Background: an optimization exercise with open tools, aiming at small area and a short achievable clock period. Do not read the settings as production practice. At most, simulation tests tie the RTL to the original design; equivalence was not proved. No activity file was given, so power comes from the tool's default toggle rates.

// RISC_TOY_SYS
module RISC_TOY_SYS (
    input  wire          CLK,
    input  wire          RSTN,
    output wire          IREQ,
    output wire [29:0]   IADDR,
    input  wire [31:0]   INSTR,
    output wire          DREQ,
    output wire [1:0]    DRW,
    output wire [29:0]   DADDR,
    output wire [31:0]   DWDATA,
    input  wire [31:0]   DRDATA,
    output wire [31:0]   CONSIG,
    input  wire [31:0]   IPIN,
    output wire [31:0]   IPOUT
);
Size in the first run: about 1800 flip-flops, roughly 260 I/O pins.
Settings: LEC_CHECK=0, CAP_MARGIN=20, CORE_MARGIN=2, CORE_UTILIZATION=55, CTS_CLUSTER_DIAMETER=100, CTS_CLUSTER_SIZE=24, SETUP_SLACK_MARGIN=0.2, SLEW_MARGIN=20; clock period 14.0 ns.
standard.sh (not shown) runs the stock make flow with config.mk's settings and CLKGATE_MAP_FILE= SYNTH_SCRIPT=/design/flow/synth_recipe.tcl, a recipe that flattens the netlist after the stock synthesis.
==> flow/flow/run.sh <==
#!/bin/bash
# Own flow for RISC_TOY_SYS. Runs in the standard flow's work folder (design.v,
# config.mk, standard.sh, synth_recipe.tcl, flow/, out/).
#  1. design_gl.v: design.v with two combinational modules replaced by
#     gate-level ones (flow/gen_gl.py): the register file's read selector
#     (RFREAD, an a222oi AND-OR tree) and the EX operand selector's last
#     gate (OPMUX, a21o). They have no registers, so the registers are the
#     standard synthesis's.
#  2. Synthesis is synth_recipe.tcl with the ABC pass called through a Tcl
#     proc (same arguments; the script is flow/abc.script if present).
#  3. the standard layout (standard.sh) with small port buffers
#     (buf_2) instead of buffer_ports' default delay cells, and repair_timing
#     aimed below the clock period (the SDC is unchanged).
# Each tool's output goes to a log file of its own here.
set -euo pipefail
W=$(pwd)
python3 flow/gen_gl.py "$W/rfread_gl.v" > gen_gl.log 2>&1
python3 - "$W/design.v" "$W/rfread_gl.v" "$W/design_gl.v" > design_gl.log 2>&1 <<'PY'
import re, sys
src = open(sys.argv[1]).read()
gl = open(sys.argv[2]).read()
for m in ("RFREAD", "OPMUX"):
    pat = re.compile(r"\bmodule\s+" + m + r"\b.*?\bendmodule\b", re.S)
    assert len(pat.findall(src)) == 1, m + " not found exactly once"
    src = pat.sub("", src)
open(sys.argv[3], "w").write(src + "\n" + gl)
print("design_gl.v written")
PY
# ABC: ORFS's script, or flow/abc.script when there is one
if [[ -f flow/abc.script ]]; then
  ABCP="set i [lsearch \$args -script]; if {\$i >= 0} { lset args [expr {\$i+1}] $W/flow/abc.script }; "
else
  ABCP=""
fi
{
  echo 'proc synth {args} { yosys synth -nofsm -noshare {*}$args }'
  echo "proc abc {args} { ${ABCP}yosys abc {*}\$args }"
  tail -n +2 synth_recipe.tcl
} > my_synth.tcl
bash standard.sh \
  "VERILOG_FILES=$W/design_gl.v" \
  "SYNTH_SCRIPT=$W/my_synth.tcl" \
  "BUFFER_PORTS_ARGS=-buffer_cell sky130_fd_sc_hd__buf_2" \
  "SETUP_SLACK_MARGIN=8.4" \
  finish > standard_flow.log 2>&1
Other scripts of this flow, unchanged in this note and not shown: flow/flow/gen_gl.py
==> next run, changes <==
--- a/flow/design.v
+++ b/flow/design.v
@@ -149,17 +149,18 @@
     wire hz    = LD_EX & (RAC_EX != 5'd0) &
                  (mA(RAC_EX, nn, isSTR, fb, fc) | mB(RAC_EX, nn, stx, fa, fc));
     wire vld   = ~taken & ~jump_d & ~hz;     
     wire [31:0] sext17 = {{15{INSTR[16]}}, INSTR[16:0]};
     wire [31:0] zext17 = {15'd0, INSTR[16:0]};
     wire [31:0] sext22 = {{10{INSTR[21]}}, INSTR[21:0]};
     wire [31:0] zext22 = {10'd0, INSTR[21:0]};
     wire [31:0] P4_ID  = PC_ID + 32'd4;
-    wire [31:0] target = (jump ? P4_ID : PC_ID) + sext22;
+    wire        tbase  = ~(INSTR[31] & INSTR[29]);
+    wire [31:0] target = (tbase ? P4_ID : PC_ID) + sext22;
     reg [31:0] imm_ID;
     always @(*) begin
         if (jump)                      imm_ID = P4_ID;       
         else if (isBRL)                imm_ID = PC_ID;       
         else if (isST | isLD)          imm_ID = (fb == 5'b11111) ? zext17 : sext17;
         else if (isSTR | isLDR)        imm_ID = target;      
         else if (isLDIP | isSTIP)      imm_ID = zext22;
         else                           imm_ID = sext17;
The changed run completed without violations.
Wire length is lower slightly.
Non-clock buffer count fell by 41.
Worst setup slack gets worse by 0.0087 ns.
Die area came out lower slightly.
Clock power barely changes.
Critical path depth stays the same.
Sequential cell count stays the same.
Via count went down slightly.
No functional check of the RTL was part of any run of this note.


RISC_TOY_SYS, a different RTL version from the one above (not shown whole).
Size: about 90000 sq um of cells after synthesis.
clock: 14.0 ns
lec_check: 0
cap_margin: 20
core_margin: 2
core_utilization: 55
cts_buf_list: sky130_fd_sc_hd__clkbuf_8
cts_cluster_diameter: 80
cts_cluster_size: 14
setup_slack_margin: 0.2
slew_margin: 20
==> flow/flow/run.sh <==
#!/bin/bash
# Own flow for RISC_TOY_SYS. Runs in the standard flow's work folder (design.v,
# config.mk, standard.sh, synth_recipe.tcl, flow/, out/).
#  1. design_gl.v: design.v with two combinational modules replaced by
#     gate-level ones (flow/gen_gl.py): the register file's read selector
#     (RFREAD, an a222oi AND-OR tree) and the EX operand selector's last
#     gate (OPMUX, a21o). They have no registers, so the registers are the
#     standard synthesis's.
#  2. Synthesis is synth_recipe.tcl with the ABC pass called through a Tcl
#     proc (same arguments; the script is flow/abc.script if present).
#  3. the standard layout (standard.sh) with small port buffers
#     (buf_2) instead of buffer_ports' default delay cells, and repair_timing
#     aimed below the clock period (the SDC is unchanged); clock tree
#     synthesis without dummy loads.
# Each tool's output goes to a log file of its own here.
set -euo pipefail
W=$(pwd)
python3 flow/gen_gl.py "$W/rfread_gl.v" > gen_gl.log 2>&1
python3 - "$W/design.v" "$W/rfread_gl.v" "$W/design_gl.v" > design_gl.log 2>&1 <<'PY'
import re, sys
src = open(sys.argv[1]).read()
gl = open(sys.argv[2]).read()
for m in ("RFREAD", "OPMUX"):
    pat = re.compile(r"\bmodule\s+" + m + r"\b.*?\bendmodule\b", re.S)
    assert len(pat.findall(src)) == 1, m + " not found exactly once"
    src = pat.sub("", src)
open(sys.argv[3], "w").write(src + "\n" + gl)
print("design_gl.v written")
PY
# ABC: ORFS's script, or flow/abc.script when there is one
if [[ -f flow/abc.script ]]; then
  ABCP="set i [lsearch \$args -script]; if {\$i >= 0} { lset args [expr {\$i+1}] $W/flow/abc.script }; "
else
  ABCP=""
fi
{
  echo 'proc synth {args} { yosys synth -nofsm -noshare {*}$args }'
  echo "proc abc {args} { ${ABCP}yosys abc {*}\$args }"
  tail -n +2 synth_recipe.tcl
} > my_synth.tcl
bash standard.sh \
  "VERILOG_FILES=$W/design_gl.v" \
  "SYNTH_SCRIPT=$W/my_synth.tcl" \
  "BUFFER_PORTS_ARGS=-buffer_cell sky130_fd_sc_hd__buf_2" \
  "SETUP_SLACK_MARGIN=8.4" \
  "CTS_ARGS=-sink_clustering_enable -repair_clock_nets -sink_clustering_size 14 -sink_clustering_max_diameter 80 -buf_list sky130_fd_sc_hd__clkbuf_8 -dont_use_dummy_load" \
  finish > standard_flow.log 2>&1
Other scripts of this flow, unchanged in this note and not shown: flow/flow/gen_gl.py
The first run produced a clean layout.
Rerun with:
--- a/flow/design.v
+++ b/flow/design.v
@@ -365,26 +365,74 @@
     wire t23 = acc[6] ^ (a[3] & b[3]) ^ t12;
     wire t24 = (acc[6] & (a[3] & b[3])) | (acc[6] & t12) | ((a[3] & b[3]) & t12);
     wire t25 = acc[7] ^ 1'b1;
     wire t26 = acc[7] & 1'b1;
     wire t27 = acc[8] ^ 1'b1;
     wire t28 = acc[8] & 1'b1;
     wire t29 = acc[9] ^ 1'b1;
     wire t30 = acc[9] & 1'b1;
     wire [9:0] x = {t29, t27, t25, t23, t21, t19, t17, t15, (a[1] & b[0]), acc[0]};
     wire [9:0] y = {t28, t26, t24, t22, t20, t18, t16, t14, t13, (a[0] & b[0])};
-    wire [10:0] c; assign c[0] = 1'b0;
-    genvar i; generate for (i = 0; i < 10; i = i + 1) begin : g
+    wire [10:0] c;
+    assign c[0] = 1'b0;
+    genvar i;
+    generate for (i = 0; i < 10; i = i + 1) begin : g_rc
         assign s[i] = x[i] ^ y[i] ^ c[i];
         assign c[i+1] = (x[i] & y[i]) | (x[i] & c[i]) | (y[i] & c[i]);
     end endgenerate
 endmodule
+module MAC10F (
+    input  wire [9:0] acc,
+    input  wire [3:0] a,
+    input  wire [3:0] b,
+    output wire [9:0] s
+);
+    wire t1 = acc[1] ^ (a[0] & b[1]) ^ (a[1] & b[0]);
+    wire t2 = (acc[1] & (a[0] & b[1])) | (acc[1] & (a[1] & b[0])) | ((a[0] & b[1]) & (a[1] & b[0]));
+    wire t3 = acc[2] ^ (a[0] & b[2]) ^ (a[1] & b[1]);
+    wire t4 = (acc[2] & (a[0] & b[2])) | (acc[2] & (a[1] & b[1])) | ((a[0] & b[2]) & (a[1] & b[1]));
+    wire t5 = acc[3] ^ (a[1] & b[2]) ^ (a[2] & b[1]);
+    wire t6 = (acc[3] & (a[1] & b[2])) | (acc[3] & (a[2] & b[1])) | ((a[1] & b[2]) & (a[2] & b[1]));
+    wire t7 = ~(a[3] & b[0]) ^ ~(a[0] & b[3]);
+    wire t8 = ~(a[3] & b[0]) & ~(a[0] & b[3]);
+    wire t9 = acc[4] ^ (a[2] & b[2]) ^ ~(a[3] & b[1]);
+    wire t10 = (acc[4] & (a[2] & b[2])) | (acc[4] & ~(a[3] & b[1])) | ((a[2] & b[2]) & ~(a[3] & b[1]));
+    wire t11 = ~(a[1] & b[3]) ^ 1'b1;
+    wire t12 = ~(a[1] & b[3]) & 1'b1;
+    wire t13 = acc[5] ^ ~(a[3] & b[2]) ^ ~(a[2] & b[3]);
+    wire t14 = (acc[5] & ~(a[3] & b[2])) | (acc[5] & ~(a[2] & b[3])) | (~(a[3] & b[2]) & ~(a[2] & b[3]));
+    wire t15 = t2 ^ t3 ^ (a[2] & b[0]);
+    wire t16 = (t2 & t3) | (t2 & (a[2] & b[0])) | (t3 & (a[2] & b[0]));
+    wire t17 = t4 ^ t5 ^ t7;
+    wire t18 = (t4 & t5) | (t4 & t7) | (t5 & t7);
+    wire t19 = t6 ^ t8 ^ t9;
+    wire t20 = (t6 & t8) | (t6 & t9) | (t8 & t9);
+    wire t21 = t10 ^ t12 ^ t13;
+    wire t22 = (t10 & t12) | (t10 & t13) | (t12 & t13);
+    wire t23 = t14 ^ acc[6] ^ (a[3] & b[3]);
+    wire t24 = (t14 & acc[6]) | (t14 & (a[3] & b[3])) | (acc[6] & (a[3] & b[3]));
+    wire t25 = t18 ^ t19 ^ t11;
+    wire t26 = (t18 & t19) | (t18 & t11) | (t19 & t11);
+    wire t27 = t24 ^ acc[7] ^ 1'b1;
+    wire t28 = (t24 & acc[7]) | (t24 & 1'b1) | (acc[7] & 1'b1);
+    wire t29 = t26 ^ t20 ^ t21;
+    wire t30 = (t26 & t20) | (t26 & t21) | (t20 & t21);
+    wire t31 = t28 ^ acc[8] ^ 1'b1;
+    wire t32 = (t28 & acc[8]) | (t28 & 1'b1) | (acc[8] & 1'b1);
+    wire t33 = t30 ^ t22 ^ t23;
+    wire t34 = (t30 & t22) | (t30 & t23) | (t22 & t23);
+    wire t35 = t32 ^ acc[9] ^ 1'b1;
+    wire t36 = (t32 & acc[9]) | (t32 & 1'b1) | (acc[9] & 1'b1);
+    wire [9:0] x = {t35, t31, t34, t33, t29, t25, t16, t15, t1, acc[0]};
+    wire [9:0] y = {1'b0, 1'b0, t27, 1'b0, 1'b0, 1'b0, t17, 1'b0, 1'b0, (a[0] & b[0])};
+    assign s = x + y;
+endmodule
 module CUSTOM_IP (
     input  wire        CLK,
     input  wire        RSTN,
     input  wire [31:0] IPIN,
     input  wire [31:0] CON,
     input  wire [31:0] CON_D,    
     output wire [31:0] IPOUT
 );
     wire start_bit = CON[2];
     wire is_3x3    = CON[0];
@@ -518,21 +566,25 @@
                 if (gj == 0) begin : g_a0
                     assign pa[N*4 +: 4] = a_in_row[gi];
                 end else begin : g_a1
                     assign pa[N*4 +: 4] = a_q[(N-1)*4 +: 4];
                 end
                 if (gi == 0) begin : g_b0
                     assign pb[N*4 +: 4] = b_in_col[gj];
                 end else begin : g_b1
                     assign pb[N*4 +: 4] = b_q[(N-4)*4 +: 4];
                 end
-                MAC10 u_mac (.acc(acc_q[N*10 +: 10]), .a(pa[N*4 +: 4]), .b(pb[N*4 +: 4]), .s(macs));
+                if (gi == 0 || gj == 0) begin : g_fast    
+                    MAC10F u_mac (.acc(acc_q[N*10 +: 10]), .a(pa[N*4 +: 4]), .b(pb[N*4 +: 4]), .s(macs));
+                end else begin : g_small
+                    MAC10  u_mac (.acc(acc_q[N*10 +: 10]), .a(pa[N*4 +: 4]), .b(pb[N*4 +: 4]), .s(macs));
+                end
                 assign acc_d[N*10 +: 10] = clr_mac ? 10'd0 : macs;
             end
         end
     endgenerate
     reg  [1:0] flush;
     always @(posedge CLK or negedge RSTN) begin
         if (!RSTN)               flush <= 2'd3;
         else if (flush != 2'd0)  flush <= flush - 2'd1;
     end
     wire fl = (flush != 2'd0);
=>
- wire length climbs by 1.3%
- setup slack gets better by 36 ps
- hold slack gets worse by 12 ps
- utilization drops by 0.56 points
- cell count climbs by 1.2%
- final area barely changes
- first-iteration DRC count drops by 0.58%
- global-route usage climbs by 0.26 points
- clock skew drops by 4.0 ps
For the first run of this note, only the layout was checked, not whether the RTL still works.

==> afterwards: timing with drivers on the ports <==
How much do the figures lean on ideal ports? The routed layouts below were timed once more, with nothing changed but the port constraints. Step 1 (the two cells are an assumption about what drives the block):
set clk [get_ports {CLK}]
set_driving_cell -lib_cell sky130_fd_sc_hd__clkbuf_16 $clk
set_driving_cell -lib_cell sky130_fd_sc_hd__buf_2 [delete_from_list [all_inputs] $clk]
Step 2 moves the port delays by t, midway between the first and last clock arrival at a register: inputs arrive t later, outputs are due t later. That takes back most of the time a late clock gives input paths. Slacks: no drivers / after step 1 / after step 2; pairs: no drivers / after step 1.
run | shift t [ns] | setup slack, ns | clock arrival spread, ns | slew at the worst register clock pin (ns) | worst slew at a driven data input, ns
the first run of note 1 | 0.882 | 8.170 / 7.997 / 7.259 | 0.068 / 0.068 | 0.11 / 0.11 | 0.28
the second run of note 1 | 0.872 | 8.161 / 7.924 / 7.304 | 0.097 / 0.098 | 0.11 / 0.11 | 0.30
the first run of note 2 | 0.989 | 8.090 / 8.063 / 7.246 | 0.124 / 0.124 | 0.11 / 0.11 | 0.18
the second run of note 2 | 1.019 | 8.125 / 7.849 / 7.252 | 0.119 / 0.119 | 0.11 / 0.11 | 0.33
After both steps setup and hold are still met in every run listed. The setup slack of the first run of note 1, which loses most, moves by -0.173 ns with the drivers and by -0.911 ns with both steps.
